This design comes from an exercise in tuning for small area on the open sky130 flow, not from production work.
In this exercise RTL edits were held to simulation tests only and were not proved equivalent to the original.
In this run the design's own scripts or RTL, not TritonCTS, make the clock network.
The clock input has no modelled driver; a real chip could not lean on it and would need a root buffer or a full tree.
No activity file was given, so power comes from the tool's default toggle rates.

File: design.v
`timescale 1ns / 1ps
module ExtendedHammingDecoder(
    input wire clk,
    input wire reset,
    input wire serial_in,
    output wire [63:0] data_out,
    output wire error_detected,
    output wire error_corrected,
    output wire frequent_errors
);
    reg [71:0] sr;
    always @(posedge clk) sr <= {sr[70:0], serial_in};
    reg [6:0] fc;
    wire [15:0] fb_tab = 16'ha857;
    wire fb = fb_tab[{fc[6], fc[5], fc[3], fc[1]}];
    wire dec = fc[6] & ~fc[5] & ~fc[3] & ~fc[1] & ~fc[0];
    always @(posedge clk or posedge reset)
        if (reset) fc <= 7'd0;
        else fc <= {fc[5:0], fb};
    wire [6:0] c = sr[6:0];
    wire [5:0] f = {c[6], c[4], c[1], c[5] ^ c[3], c[3] ^ c[2], c[2] ^ c[0]};
    wire [6:0] s;
    assign s[0] = f[0] ^ f[4] ^ f[5];
    assign s[1] = f[1] ^ f[2] ^ f[3] ^ f[5];
    assign s[2] = f[2] ^ f[4] ^ f[5];
    assign s[3] = f[0] ^ f[2] ^ f[3] ^ f[4] ^ f[5];
    assign s[4] = f[0] ^ f[1] ^ f[3] ^ f[4] ^ f[5];
    assign s[5] = f[0] ^ f[2] ^ f[5];
    assign s[6] = f[1] ^ f[5];
    wire nz = |f;                                     
    wire inrange = ~s[6] | ~(s[5] | s[4] | s[3]);    
    wire [7:0] pa, pb;
    genvar g;
    generate
        for (g = 0; g < 8; g = g + 1) begin : pd
            assign pa[g] = (f[5:3] == g);
            assign pb[g] = (f[2:0] == g);
        end
    endgenerate
    wire [63:0] hit;
    assign hit[0] = pa[6] & pb[3];    
    assign hit[1] = pa[2] & pb[5];    
    assign hit[2] = 1'b0;
    assign hit[3] = 1'b0;
    assign hit[4] = pa[1] & pb[5];    
    assign hit[5] = pa[5] & pb[3];    
    assign hit[6] = 1'b0;
    assign hit[7] = pa[3] & pb[5];    
    assign hit[8] = 1'b0;
    assign hit[9] = 1'b0;
    assign hit[10] = pa[7] & pb[3];    
    assign hit[11] = pa[4] & pb[3];    
    assign hit[12] = 1'b0;
    assign hit[13] = 1'b0;
    assign hit[14] = pa[0] & pb[5];    
    assign hit[15] = 1'b0;
    assign hit[16] = pa[5] & pb[6];    
    assign hit[17] = pa[1] & pb[0];    
    assign hit[18] = 1'b0;
    assign hit[19] = 1'b0;
    assign hit[20] = pa[2] & pb[0];    
    assign hit[21] = pa[6] & pb[6];    
    assign hit[22] = 1'b0;
    assign hit[23] = pa[5] & pb[7];    
    assign hit[24] = 1'b0;
    assign hit[25] = 1'b0;
    assign hit[26] = pa[1] & pb[1];    
    assign hit[27] = pa[2] & pb[1];    
    assign hit[28] = 1'b0;
    assign hit[29] = 1'b0;
    assign hit[30] = pa[6] & pb[7];    
    assign hit[31] = 1'b0;
    assign hit[32] = pa[3] & pb[4];    
    assign hit[33] = pa[7] & pb[2];    
    assign hit[34] = 1'b0;
    assign hit[35] = 1'b0;
    assign hit[36] = pa[4] & pb[2];    
    assign hit[37] = pa[0] & pb[4];    
    assign hit[38] = 1'b0;
    assign hit[39] = pa[6] & pb[2];    
    assign hit[40] = 1'b0;
    assign hit[41] = 1'b0;
    assign hit[42] = pa[2] & pb[4];    
    assign hit[43] = pa[1] & pb[4];    
    assign hit[44] = 1'b0;
    assign hit[45] = 1'b0;
    assign hit[46] = pa[5] & pb[2];    
    assign hit[47] = 1'b0;
    assign hit[48] = pa[0] & pb[1];    
    assign hit[49] = pa[4] & pb[7];    
    assign hit[50] = 1'b0;
    assign hit[51] = 1'b0;
    assign hit[52] = pa[7] & pb[7];    
    assign hit[53] = pa[3] & pb[1];    
    assign hit[54] = 1'b0;
    assign hit[55] = 1'b0;
    assign hit[56] = pa[7] & pb[1];    
    assign hit[57] = pa[3] & pb[7];    
    assign hit[58] = 1'b0;
    assign hit[59] = 1'b0;
    assign hit[60] = pa[0] & pb[7];    
    assign hit[61] = pa[4] & pb[1];    
    assign hit[62] = 1'b0;
    assign hit[63] = 1'b0;
    wire dn = ~(fc[6] & ~fc[5] & ~fc[3] & ~fc[2] & ~fc[1]);
    reg [63:0] dq;
    reg valid;
    assign data_out = ~dq & {64{valid}};
    always @(posedge clk)
        dq <= ~(({64{dec}} & (sr[71:8] ^ hit)) | ({64{dn}} & data_out));
    reg [6:0] ch, nh;
    wire dv = dec & valid;
    always @(posedge clk) begin
        ch <= ({7{dv}} & {ch[5:0], error_corrected}) | ({7{dn}} & ch);
        nh <= ({7{dv}} & {nh[5:0], error_detected & ~error_corrected}) | ({7{dn}} & nh);
    end
    function ge4(input [6:0] x);
        reg a1, a0, b1, b0, m;
        begin
            {a1, a0} = x[0] + x[1] + x[2];
            {b1, b0} = x[3] + x[4] + x[5];
            m = (a0 & b0) | (a0 & x[6]) | (b0 & x[6]);
            ge4 = (a1 & b1) | (a1 & m) | (b1 & m);
        end
    endfunction
    function ge3(input [6:0] x);
        reg a1, a0, b1, b0;
        begin
            {a1, a0} = x[0] + x[1] + x[2];
            {b1, b0} = x[3] + x[4] + x[5];
            ge3 = (a1 & b1) | ((a1 | b1) & (a0 | b0 | x[6])) | (a0 & b0 & x[6]);
        end
    endfunction
    reg edn, ecn, fen;
    assign error_detected = ~edn & valid;
    assign error_corrected = ~ecn & valid;
    assign frequent_errors = ~fen & valid;
    always @(posedge clk) begin
        edn <= ~((dec & nz) | (dn & error_detected));
        ecn <= ~((dec & nz & inrange) | (dn & error_corrected));
        fen <= ~((dec & valid & (ge4(ch) | ge3(nh))) | (dn & frequent_errors));
    end
    always @(posedge clk or posedge reset)
        if (reset) valid <= 1'b0;
        else if (dec) valid <= 1'b1;
endmodule
File: flow/run.sh
#!/bin/bash
# Own layout flow: the standard flow (standard.sh) run on a patched copy of
# the ORFS scripts, with changes that only affect how the layout is built:
#  * synthesis maps logic with an area-oriented ABC script (flow/abc_area.script:
#    choices, then area mapping) instead of ORFS's delay-oriented one;
#    registers are untouched;
#  * port buffers use the smallest buffer (buf_1);
#  * the clock tree is built by flow/manual_cts.tcl in place of
#    clock_tree_synthesis: a few leaf buffers, each driving one equal-size
#    group of neighbouring registers (all registers sit at the same depth).
# Each step's full output goes to its own log file in this folder.
set -euo pipefail
W=$(pwd)
S="$W/scripts_mod"
rm -rf "$S"
cp -r "$FLOW_HOME/scripts" "$S"
cp "$W/flow/abc_area.script" "$S/abc_area.script"
cp "$W/flow/manual_cts.tcl" "$S/manual_cts.tcl"
sed -i 's|^log_cmd clock_tree_synthesis {\*}\$cts_args$|source $::env(SCRIPTS_DIR)/manual_cts.tcl|' "$S/cts.tcl"
grep -q manual_cts.tcl "$S/cts.tcl"
export ABC_AREA=1
export BUFFER_PORTS_ARGS="-buffer_cell sky130_fd_sc_hd__buf_1"
export MCTS_CLOCK_NET=clk
export MCTS_DEPTH=${MCTS_DEPTH:-3}
export MCTS_LEAF_MASTER=${MCTS_LEAF_MASTER:-sky130_fd_sc_hd__clkbuf_8}
export MCTS_ROOT_MASTER=${MCTS_ROOT_MASTER:-sky130_fd_sc_hd__clkbuf_4}
bash standard.sh SCRIPTS_DIR="$S" synth > "$W/synth.log" 2>&1
bash standard.sh SCRIPTS_DIR="$S" > "$W/layout.log" 2>&1
File: flow/abc_area.script
strash
dch
amap
topo
File: flow/manual_cts.tcl
# Small clock tree built directly: the clock sinks are split into NLEAF groups
# of equal size by recursive bisection of their placement, each group is
# driven by one leaf clock buffer at its centre, and the leaf buffers are fed
# from the clock port, or from one root buffer when CTS_ROOT_MASTER is set.
proc mcts_split {items depth} {
  # items: list of {iterm x y}; returns a list of groups
  if {$depth == 0 || [llength $items] < 2} { return [list $items] }
  set xs [lsort -real [lmap it $items {lindex $it 1}]]
  set ys [lsort -real [lmap it $items {lindex $it 2}]]
  set idx [expr {([lindex $xs end] - [lindex $xs 0]) >= ([lindex $ys end] - [lindex $ys 0]) ? 1 : 2}]
  set sorted [lsort -real -index $idx $items]
  set h [expr {[llength $sorted] / 2}]
  return [concat [mcts_split [lrange $sorted 0 [expr {$h - 1}]] [expr {$depth - 1}]] \
                 [mcts_split [lrange $sorted $h end] [expr {$depth - 1}]]]
}

proc manual_cts {depth leaf_master root_master} {
  set db [ord::get_db]
  set block [ord::get_db_block]
  set clknet [$block findNet $::env(MCTS_CLOCK_NET)]
  set items {}
  foreach it [$clknet getITerms] {
    set inst [$it getInst]
    set bb [$inst getBBox]
    lappend items [list $it [expr {([$bb xMin] + [$bb xMax]) / 2}] [expr {([$bb yMin] + [$bb yMax]) / 2}]]
  }
  puts "manual_cts: [llength $items] clock sinks"
  set groups [mcts_split $items $depth]
  set lm [$db findMaster $leaf_master]
  set src $clknet
  if {$root_master ne ""} {
    set root [odb::dbInst_create $block [$db findMaster $root_master] "clkbuf_root"]
    set rnet [odb::dbNet_create $block "clknet_root"]
    $rnet setSigType CLOCK
    [$root findITerm A] connect $clknet
    [$root findITerm X] connect $rnet
    set src $rnet
  }
  set i 0
  set cxs {}; set cys {}
  foreach g $groups {
    set inst [odb::dbInst_create $block $lm "clkbuf_leaf_$i"]
    set net [odb::dbNet_create $block "clknet_leaf_$i"]
    $net setSigType CLOCK
    [$inst findITerm A] connect $src
    [$inst findITerm X] connect $net
    set sx 0; set sy 0
    foreach it $g {
      set t [lindex $it 0]
      $t disconnect
      $t connect $net
      set sx [expr {$sx + [lindex $it 1]}]; set sy [expr {$sy + [lindex $it 2]}]
    }
    set cx [expr {int($sx / [llength $g])}]; set cy [expr {int($sy / [llength $g])}]
    lappend cxs $cx; lappend cys $cy
    $inst setLocation $cx $cy
    $inst setPlacementStatus PLACED
    puts "manual_cts: leaf $i drives [llength $g] sinks at ($cx, $cy)"
    incr i
  }
  if {$root_master ne ""} {
    set n [llength $cxs]
    set rx [expr {int([tcl::mathop::+ {*}$cxs] / $n)}]
    set ry [expr {int([tcl::mathop::+ {*}$cys] / $n)}]
    $root setLocation $rx $ry
    $root setPlacementStatus PLACED
  }
  set_propagated_clock [all_clocks]
}

manual_cts $::env(MCTS_DEPTH) $::env(MCTS_LEAF_MASTER) [expr {[info exists ::env(MCTS_ROOT_MASTER)] ? $::env(MCTS_ROOT_MASTER) : ""}]
File: standard.sh
#!/bin/bash
# synth_recipe.tcl (not shown) runs the flow's synth.tcl, then flattens the netlist and writes it again
# the make line also repeats each setting of config.mk as NAME=value (left out here)
make -C /OpenROAD-flow-scripts/flow DESIGN_CONFIG=/design/flow/config.mk WORK_HOME=/design/flow/orfs CLKGATE_MAP_FILE= SYNTH_SCRIPT=/design/flow/synth_recipe.tcl "${@:-finish}"
File: config.mk
export PLATFORM = sky130hd
export DESIGN_NAME = ExtendedHammingDecoder
export DESIGN_NICKNAME = ExtendedHammingDecoder
export VERILOG_FILES = /design/flow/design.v
export SDC_FILE = /design/flow/constraint.sdc
export NUM_CORES = 4
export LEC_CHECK = 0
export ABC_AREA = 1
export CAP_MARGIN = 0
export CORE_MARGIN = 2
export CORE_UTILIZATION = 40
export SLEW_MARGIN = 0
File: constraint.sdc
create_clock -name core_clock -period 5.5 [get_ports {clk}]
set_input_delay 1.1000 -clock core_clock [delete_from_list [all_inputs] [get_ports {clk}]]
set_output_delay 1.1000 -clock core_clock [all_outputs]
set_load 0.01 [all_outputs]
==> flow_summary.ini <==
[min_path]
min_path_type = reg2reg

[sta]
final.setup_skew_ns = 0.0133
hold_violations = 0
finalSetupViolCount = 0
rsz0062_at_grt = false
setup_tns_ns = 0
slew_violations = 0
period_minus_slack_ns = 3.30
worst_pin_slew_ns = 1.20
max_freq_ghz = 0.303
relSlewSlack_pct = 19.7
fin_crit_sh_pct = 59.9

[setup_path]
startpoint = valid
worst-r2r-setup-slack_ns = 2.43
required_ns = 4.40
cp.arrival_ns = 2.20
r2r-end = dq[51]
reg2regPathDepth = 4
critical_path_class = reg2out
crit_path_end_kind = output port
cp-endpoint = data_out[42]
crit_fanout = 68
reg2reg_from = fc[5]
startpoint_type = flop

[synth]
synth_area_leaders = dfxtp_1, nor2_1, a22oi_1
syn_area_per_cell_um2 = 10.1
syn_nets = 492
synth_ff_type = dfxtp_1
yosys_warnings = 1
synth_edf_count = 0
yosysTopAreaCell = dfxtp_1
synth.top_cell.area_share_pct = 62.3
yosysMostFrequentCell = dfxtp_1
ys_seq_elements = 161
async_flop_share_pct = 4.97
synth_cell_types = 17
ys_top_cells_by_count = dfxtp_1, nor2_1, a22oi_1, a21oi_1, clkinv_1
ys_seq_area_share_pct = 66.4
syn_inst = 485
netlist_area_mm2 = 0.00491

[drt]
drt-initial-drc-count = 270
remaining_drc_errors = 0
routedWlPerCell_um = 14.2
postRouteAntennaNets = 0
drt_wl_total_um = 10100
via_count = 3597
viasPerCell = 5.06
first_pass_iters = 5

[cts]
cts_setup_buffers = 0
insertion_delay_ns = 0.48
cts_hold_buffers = 0
cts_resized = 0
path_clk_slew_ns = 0.12

[power_and_ir_drop]
peakVddDrop_mv = 0.204
p_leak_nw = 1.89
power_density_mw_per_mm2 = 307

[placement]
io_buffers = 69
gp_congestion = 0.833
placed_area_mm2 = 0.00537
dp.final_hpwl_um = 6630

[finish]
n_antenna_cell = 0
fin_nets = 573
nFillCells = 1171
area_delta_synth_final_pct = 11.7
final_area_mm2 = 0.00549
drive_gt1_share_pct = 2.30

[floorplan]
ioPinCount = 70
die_h_um = 115
rows = 40
die_area_mm2 = 0.0132
initial_core_util_pct = 40.9
die_w_um = 115
core_mm2 = 0.0120

[global_routing]
antenna_found_initial = 0
grt_overflow = 0
grt_start_max_net_pins = 69
grt_use_total_pct = 15.1
grt_pass1_vias = 3446
grt_pass1_wl_um = 16800

[run_status]
status = complete, no violations

[run]
max_cap_viol_count = 0
worst min path at each step:
stage          start  cells after the start    end  slack, ns
2_1_floorplan  sr[7]                      0  sr[8]       0.31
3_3_place_gp   sr[7]                      0  sr[8]       0.32
3_5_place_dp   sr[7]                      0  sr[8]       0.32
4_1_cts        sr[7]                      0  sr[8]       0.35
5_1_grt        sr[7]                      0  sr[8]       0.36
6_report       sr[7]                      0  sr[8]       0.34
state kept, by name, indices dropped and copies added (netlist names):
register  flops
fc            7
edn           1
dq           64
nh            7
fen           1
ecn           1
sr           72
valid         1
ch            7
cells in the final DEF, fill, tap and decap left out, types with 5 or more instances in the layout:
master      n
buf_1      69
nand2_1    13
dfxtp_1   153
dfrtp_1     8
nand3_1    11
clkinv_1   24
o22ai_1    15
a21oi_1    39
o21ai_0     5
clkbuf_8    8
nor2_1    140
a22oi_1    64
cell type report:
type                    count  area [um^2]  share of cell area (%)
plain buffers               9          118                    2.14
flip-flops and latches    161         3260                    59.4
repair buffers             70          267                    4.85
well taps                 147          184                    3.35
inverters                  26         97.6                    1.78
multi-input cells         298         1560                    28.4
layer usage:
metal | GRT usage [%] | wire, um | vias to the layer above
met2 | 25.4 | 4670 | 76
met4 | 2.01 | 153 | 0
met3 | 1.63 | 494 | 11
met1 | 21.8 | 4760 | 1661
met5 | 0 | 0 | -
li1 | - | - | 1849
report_power, final:
part           total, mW  switching, mW  internal (mW)
registers           1.20         0.0132           1.19
logic             0.0347         0.0244         0.0103
clock network      0.452          0.312          0.139
worst max-delay path, stage by stage (launching register included):
cell,delay [ns]
dfrtp_1,0.41
inv_2,0.86
nor2_1,0.22
buf_1,0.19
per-stage QoR:
| stage | setup slack, ns | power, mW | hold WS [ns] | instances | utilization [%] |
|---|---|---|---|---|---|
| 2_1_floorplan | 1.28 | 1.25 | 0.310 | 485 | - |
| 3_3_place_gp | 2.62 | 1.26 | 0.317 | 702 | 44.7 |
| 3_5_place_dp | 2.44 | 1.26 | 0.315 | 702 | 44.7 |
| 4_1_cts | 2.13 | 1.71 | 0.347 | 711 | 45.7 |
| 5_1_grt | 2.01 | 1.76 | 0.357 | 711 | 45.7 |
| 6_report | 2.20 | 1.69 | 0.344 | 711 | 45.7 |
logic make-up after synthesis:
group / after synthesis / share of synthesized area (%)
AOI/OAI and AO/OA: 127 / 16.8
adders and majority gates: 4 / 1.63
buffers and inverters: 26 / 1.99
DFF: 161 / 66.4
and+or+nand+nor: 167 / 13.2

==> what the ideal ports hide <==
How much do the figures lean on ideal ports? The routed layout below was timed once more, with nothing changed but the port constraints.
Step 1 sets driving cells, clkbuf_16 on the clock port and buf_2 on the other inputs (assumed; they add their load-dependent delay and slew).
Step 2 times the ports against the registers' clock, not the clock port: input delays grow and output delays shrink by t, the midpoint of the rising clock arrivals with the driver on.
a / b / c = no drivers / after step 1 / after step 2; a / b = the first two.
shift t [ns]: 0.507
slack for setup (ns): 2.204 / 2.173 / 2.431
worst setup path after step 2: register to register
After both steps setup and hold are still met in this run. For this run, drivers alone change the setup slack by -0.031 ns; drivers and shift together by +0.227 ns.
